Background: an optimization exercise with open tools, aiming at small area, a short achievable clock period and few clock cycles per item. Do not read the settings as production practice. At most, simulation tests tie the RTL to the original design; equivalence was not proved. The clock port is modelled as an ideal driver, which makes a skipped or thinned clock tree look cheaper than it is; a real chip needs a root buffer or a tree. Power is estimated from default activity; no workload was simulated.

## the reference run
// reorder
module reorder(
    input  wire clk,
    input  wire rst,
    output wire  [9:0] granule_ch0_read_addr,
    input  wire [17:0] granule_ch0_read_data,
    output wire        granule_ch0_write_enable,
    output wire  [9:0] granule_ch0_write_addr,
    output wire [17:0] granule_ch0_write_data,
    output wire  [9:0] granule_ch1_read_addr,
    input  wire [17:0] granule_ch1_read_data,
    output wire        granule_ch1_write_enable,
    output wire  [9:0] granule_ch1_write_addr,
    output wire [17:0] granule_ch1_write_data,
    input  wire  [1:0] header_sampling_frequency,
    input  wire  [1:0] sideinfo_ch0_block_type,
    input  wire        sideinfo_ch0_window_switching_flag,
    input  wire        sideinfo_ch0_mixed_block_flag,
    input  wire  [1:0] sideinfo_ch1_block_type,
    input  wire        sideinfo_ch1_window_switching_flag,
    input  wire        sideinfo_ch1_mixed_block_flag,
    input  wire        stage_ready,
    output wire        stage_done
    );
Size: roughly 430 cells after synthesis, ~51 flip-flops, roughly 130 I/O pins.
==> module reorder, before the edit <==
module reorder(
    input  wire clk,
    input  wire rst,
    output wire  [9:0] granule_ch0_read_addr,
    input  wire [17:0] granule_ch0_read_data,
    output wire        granule_ch0_write_enable,
    output wire  [9:0] granule_ch0_write_addr,
    output wire [17:0] granule_ch0_write_data,
    output wire  [9:0] granule_ch1_read_addr,
    input  wire [17:0] granule_ch1_read_data,
    output wire        granule_ch1_write_enable,
    output wire  [9:0] granule_ch1_write_addr,
    output wire [17:0] granule_ch1_write_data,
    input  wire  [1:0] header_sampling_frequency,
    input  wire  [1:0] sideinfo_ch0_block_type,
    input  wire        sideinfo_ch0_window_switching_flag,
    input  wire        sideinfo_ch0_mixed_block_flag,
    input  wire  [1:0] sideinfo_ch1_block_type,
    input  wire        sideinfo_ch1_window_switching_flag,
    input  wire        sideinfo_ch1_mixed_block_flag,
    input  wire        stage_ready,
    output wire        stage_done
    );
	reg [9:0] idx;       
	reg [9:0] src;       
	reg [1:0] win;       
	reg [3:0] band;      
	reg [5:0] hm1;       
	reg       band_end;  
	reg       go;        
	reg       act;       
	reg       busy;      
	reg       done;
	reg [9:0] waddr;     
	reg       perm0, perm1;    
	reg       seq0, seq1;      
	wire [6:0] wm1  = {hm1, 1'b1};
	wire       win2 = win[1];
	wire [9:0] step = band_end ? 10'd0 : win2 ? {2'b11, ~wm1, 1'b1} : {3'd0, wm1};
	wire [9:0] idx_inc;
	wire [9:0] src_sum;
	prefix_add10 inc_i (.a(idx), .b(10'd0), .ci(1'b1), .s(idx_inc));
	prefix_add10 add_s (.a(src), .b(step), .ci(~win2 | band_end), .s(src_sum));
	wire       band_end_next = win[0] & (idx_inc[7:1] == src_sum[7:1]);
	reg [5:0] next_hm1;
	always @(*) begin
		case ({header_sampling_frequency, band})
			{2'd0, 4'd0}, {2'd0, 4'd1}, {2'd0, 4'd2}: next_hm1 = 6'd1;
			{2'd0, 4'd3}: next_hm1 = 6'd2;
			{2'd0, 4'd4}: next_hm1 = 6'd3;
			{2'd0, 4'd5}: next_hm1 = 6'd4;
			{2'd0, 4'd6}: next_hm1 = 6'd5;
			{2'd0, 4'd7}: next_hm1 = 6'd6;
			{2'd0, 4'd8}: next_hm1 = 6'd8;
			{2'd0, 4'd9}: next_hm1 = 6'd10;
			{2'd0, 4'd10}: next_hm1 = 6'd14;
			{2'd0, 4'd11}: next_hm1 = 6'd27;
			{2'd1, 4'd0}, {2'd1, 4'd1}, {2'd1, 4'd2}: next_hm1 = 6'd1;
			{2'd1, 4'd3}: next_hm1 = 6'd2;
			{2'd1, 4'd4}: next_hm1 = 6'd2;
			{2'd1, 4'd5}: next_hm1 = 6'd4;
			{2'd1, 4'd6}: next_hm1 = 6'd5;
			{2'd1, 4'd7}: next_hm1 = 6'd6;
			{2'd1, 4'd8}: next_hm1 = 6'd7;
			{2'd1, 4'd9}: next_hm1 = 6'd9;
			{2'd1, 4'd10}: next_hm1 = 6'd12;
			{2'd1, 4'd11}: next_hm1 = 6'd32;
			{2'd2, 4'd0}, {2'd2, 4'd1}, {2'd2, 4'd2}: next_hm1 = 6'd1;
			{2'd2, 4'd3}: next_hm1 = 6'd2;
			{2'd2, 4'd4}: next_hm1 = 6'd3;
			{2'd2, 4'd5}: next_hm1 = 6'd5;
			{2'd2, 4'd6}: next_hm1 = 6'd7;
			{2'd2, 4'd7}: next_hm1 = 6'd9;
			{2'd2, 4'd8}: next_hm1 = 6'd12;
			{2'd2, 4'd9}: next_hm1 = 6'd16;
			{2'd2, 4'd10}: next_hm1 = 6'd20;
			{2'd2, 4'd11}: next_hm1 = 6'd5;
			default: next_hm1 = 6'd1;
		endcase
	end
	wire [3:0] band_next = band + {3'd0, band_end};
	wire short0 = sideinfo_ch0_window_switching_flag & (sideinfo_ch0_block_type == 2'd2);
	wire short1 = sideinfo_ch1_window_switching_flag & (sideinfo_ch1_block_type == 2'd2);
	wire ge3 = go & (band_next >= 4'd3);
	wire use0 = short0 & (~sideinfo_ch0_mixed_block_flag | ge3);
	wire use1 = short1 & (~sideinfo_ch1_mixed_block_flag | ge3);
	always @(posedge clk) begin
		waddr <= idx;
		go    <= ~rst & (stage_ready | (go & (idx != 10'd574)));
		act   <= ~rst & (stage_ready | go);
		busy  <= ~rst & (stage_ready | act);
		done  <= ~rst & act & ~go;
		perm0 <= use0;
		perm1 <= use1;
		seq0  <= ~use0;
		seq1  <= ~use1;
		if (go) begin
			idx   <= idx_inc;
			src   <= src_sum;
			band_end <= band_end_next;
			win   <= win2 ? 2'd0 : win + 2'd1;
			band  <= band_next;
			if (band_end)
				hm1 <= next_hm1;
		end else begin
			idx   <= {9'd0, stage_ready};
			src   <= {7'd0, stage_ready, 2'd0};
			band_end <= 1'b0;
			win   <= {1'b0, stage_ready};
			band  <= 4'd0;
			hm1   <= 6'd1;
		end
	end
	assign granule_ch0_read_addr = (src & {10{perm0}}) | (idx & {10{seq0}});
	assign granule_ch1_read_addr = (src & {10{perm1}}) | (idx & {10{seq1}});
	assign granule_ch0_write_enable = busy;
	assign granule_ch1_write_enable = busy;
	assign granule_ch0_write_addr = waddr;
	assign granule_ch1_write_addr = waddr;
	assign granule_ch0_write_data = granule_ch0_read_data;
	assign granule_ch1_write_data = granule_ch1_read_data;
	assign stage_done = done;
endmodule
Settings: LEC_CHECK=0, ABC_AREA=1, CAP_MARGIN=20, CORE_MARGIN=2, CORE_UTILIZATION=40, PLACE_DENSITY=0.6, SETUP_SLACK_MARGIN=1.8, SLEW_MARGIN=20; clock period 4.0 ns.
standard.sh (not shown) runs the stock make flow with config.mk's settings and CLKGATE_MAP_FILE= SYNTH_SCRIPT=/design/flow/synth_recipe.tcl, a recipe that flattens the netlist after the stock synthesis.
==> flow/flow/run.sh <==
#!/bin/bash
# Standard layout, with three changes: the smallest buffer on the ports,
# adders left to ABC (no full/half-adder cells), and a clock tree of one
# level of clock buffers (flow/cts_one_buffer.tcl) in place of TritonCTS.
set -euo pipefail
rm -rf scripts
cp -r "$FLOW_HOME/scripts" scripts
python3 - <<'PY'
p = 'scripts/cts.tcl'
s = open(p).read()
old = 'log_cmd clock_tree_synthesis {*}$cts_args'
assert old in s
s = s.replace(old, 'source $::env(ONE_CTS_TCL)')
open(p, 'w').write(s)
PY
export SCRIPTS_DIR="$PWD/scripts"
export ONE_CTS_TCL="$PWD/flow/cts_one_buffer.tcl"
export ONE_CLKPORT=clk
export ONE_CLKBUF=sky130_fd_sc_hd__clkbuf_16
export ONE_CLKGROUPS=2
export BUFFER_PORTS_ARGS="-buffer_cell sky130_fd_sc_hd__buf_1"
export ADDER_MAP_FILE=
bash standard.sh > standard.log 2>&1
Other scripts of this flow, unchanged in this note and not shown: flow/flow/cts_one_buffer.tcl
## Diff of input files: the trial run against the reference run
-- flow/design.v --
<<< the reference run, line 29
	reg [3:0] band;      
	reg [5:0] hm1;       
	reg       band_end;  
	reg       go;        
	reg       act;       
>>> the trial run, line 29
	reg [3:0] band;      
	reg [5:0] hm1;       
	reg       go;        
	reg       act;       
<<< the reference run, line 36
	reg [9:0] waddr;     
	reg       perm0, perm1;    
	reg       seq0, seq1;      
	wire [6:0] wm1  = {hm1, 1'b1};
	wire       win2 = win[1];
	wire [9:0] step = band_end ? 10'd0 : win2 ? {2'b11, ~wm1, 1'b1} : {3'd0, wm1};
	wire [9:0] idx_inc;
	wire [9:0] src_sum;
	prefix_add10 inc_i (.a(idx), .b(10'd0), .ci(1'b1), .s(idx_inc));
	prefix_add10 add_s (.a(src), .b(step), .ci(~win2 | band_end), .s(src_sum));
	wire       band_end_next = win[0] & (idx_inc[7:1] == src_sum[7:1]);
	reg [5:0] next_hm1;
	always @(*) begin
>>> the trial run, line 35
	reg [9:0] waddr;     
	reg       perm0, perm1;    
	wire [6:0] wm1  = {hm1, 1'b1};
	wire       win2 = win[1];
	wire       band_end = win2 & (src[7:1] == idx[7:1]);
	wire [9:0] step = win2 ? {2'b11, ~wm1, 1'b1} : {3'd0, wm1};
	wire [9:0] idx_inc;
	wire [9:0] src_sum;
	prefix_add10 inc_i (.a(idx), .b(10'd0), .ci(1'b1), .s(idx_inc));
	prefix_add10 add_s (.a(src), .b(step), .ci(~win2), .s(src_sum));
	reg [5:0] next_hm1;
	always @(*) begin
<<< the reference run, line 81
		endcase
	end
	wire [3:0] band_next = band + {3'd0, band_end};
	wire short0 = sideinfo_ch0_window_switching_flag & (sideinfo_ch0_block_type == 2'd2);
	wire short1 = sideinfo_ch1_window_switching_flag & (sideinfo_ch1_block_type == 2'd2);
	wire ge3 = go & (band_next >= 4'd3);
	wire use0 = short0 & (~sideinfo_ch0_mixed_block_flag | ge3);
	wire use1 = short1 & (~sideinfo_ch1_mixed_block_flag | ge3);
	always @(posedge clk) begin
		waddr <= idx;
>>> the trial run, line 79
		endcase
	end
	wire [9:0] src_next  = band_end ? idx_inc : src_sum;
	wire [3:0] band_next = band + {3'd0, band_end};
	wire short0 = sideinfo_ch0_window_switching_flag & (sideinfo_ch0_block_type == 2'd2);
	wire short1 = sideinfo_ch1_window_switching_flag & (sideinfo_ch1_block_type == 2'd2);
	wire ge3 = go & (band_next >= 4'd3);
	always @(posedge clk) begin
		waddr <= idx;
<<< the reference run, line 93
		busy  <= ~rst & (stage_ready | act);
		done  <= ~rst & act & ~go;
		perm0 <= use0;
		perm1 <= use1;
		seq0  <= ~use0;
		seq1  <= ~use1;
		if (go) begin
			idx   <= idx_inc;
			src   <= src_sum;
			band_end <= band_end_next;
			win   <= win2 ? 2'd0 : win + 2'd1;
			band  <= band_next;
>>> the trial run, line 90
		busy  <= ~rst & (stage_ready | act);
		done  <= ~rst & act & ~go;
		perm0 <= short0 & (~sideinfo_ch0_mixed_block_flag | ge3);
		perm1 <= short1 & (~sideinfo_ch1_mixed_block_flag | ge3);
		if (go) begin
			idx   <= idx_inc;
			src   <= src_next;
			win   <= win2 ? 2'd0 : win + 2'd1;
			band  <= band_next;
<<< the reference run, line 108
			idx   <= {9'd0, stage_ready};
			src   <= {7'd0, stage_ready, 2'd0};
			band_end <= 1'b0;
			win   <= {1'b0, stage_ready};
			band  <= 4'd0;
>>> the trial run, line 102
			idx   <= {9'd0, stage_ready};
			src   <= {7'd0, stage_ready, 2'd0};
			win   <= {1'b0, stage_ready};
			band  <= 4'd0;
<<< the reference run, line 114
		end
	end
	assign granule_ch0_read_addr = (src & {10{perm0}}) | (idx & {10{seq0}});
	assign granule_ch1_read_addr = (src & {10{perm1}}) | (idx & {10{seq1}});
	assign granule_ch0_write_enable = busy;
	assign granule_ch1_write_enable = busy;
>>> the trial run, line 107
		end
	end
	assign granule_ch0_read_addr = perm0 ? src : idx;
	assign granule_ch1_read_addr = perm1 ? src : idx;
	assign granule_ch0_write_enable = busy;
	assign granule_ch1_write_enable = busy;
Notes after the runs:
- The trial run: routed length per placed instance is 2.9% lower than what the reference run reported.
- Compared with the reference run, the trial run is more frugal on power.
- Maximum number of pins on one net before global-route repair for the trial run is lower than for the reference run.
- Critical path depth: lower on the reference run
- From the reference run to the trial run the numbers moved as follows: sum of routed wire length over all layers lost 0.51%, simple logic cell fraction of the synthesized area rose by 0.23 points, met3 capacity usage during global routing comparable, wire length on met2 picked up an extra 6.7%.
- Diff the reference run -> the trial run: worst slew margin relative to its limit went up 9.3 points, routed metal-1 wirelength up 39 µm, met1 demand-to-capacity share in global routing decreased by 1.8 points relative to the old numbers, power attributed to sequential cells lower.
- Against the reference run, the final cell area of the trial run is lower.
Testbench counts of the trial run, summed over its fixed seeds: cycles 73,728, granules 128.
For the reference run, only the layout was checked, not whether the RTL still works. In every run of this note, the design's own scripts or RTL, not TritonCTS, make the clock network.

## static timing again, ports no longer ideal
No port has a modelled driver above. Below, the same layouts with a new extraction and two added sets of constraints.
Step 1, drivers: a clkbuf_16 drives clk and a buf_2 each remaining input, both assumed.
Step 2, shift: input delay + t, output delay - t, t = (earliest + latest rising clock arrival at the registers) / 2. This alone moves slack from input paths to output paths.
Three values: no drivers, after step 1, after step 2; two values: the first two.
run	t, ns	setup slack, ns	hold slack, ns	worst setup path after step 2
the reference run	0.211	1.900 / 1.847 / 2.015	0.356 / 0.356 / 0.356	register to register
the trial run	0.204	2.112 / 2.097 / 2.112	0.369 / 0.369 / 0.369	register to register
After both steps every run listed still meets setup and hold.
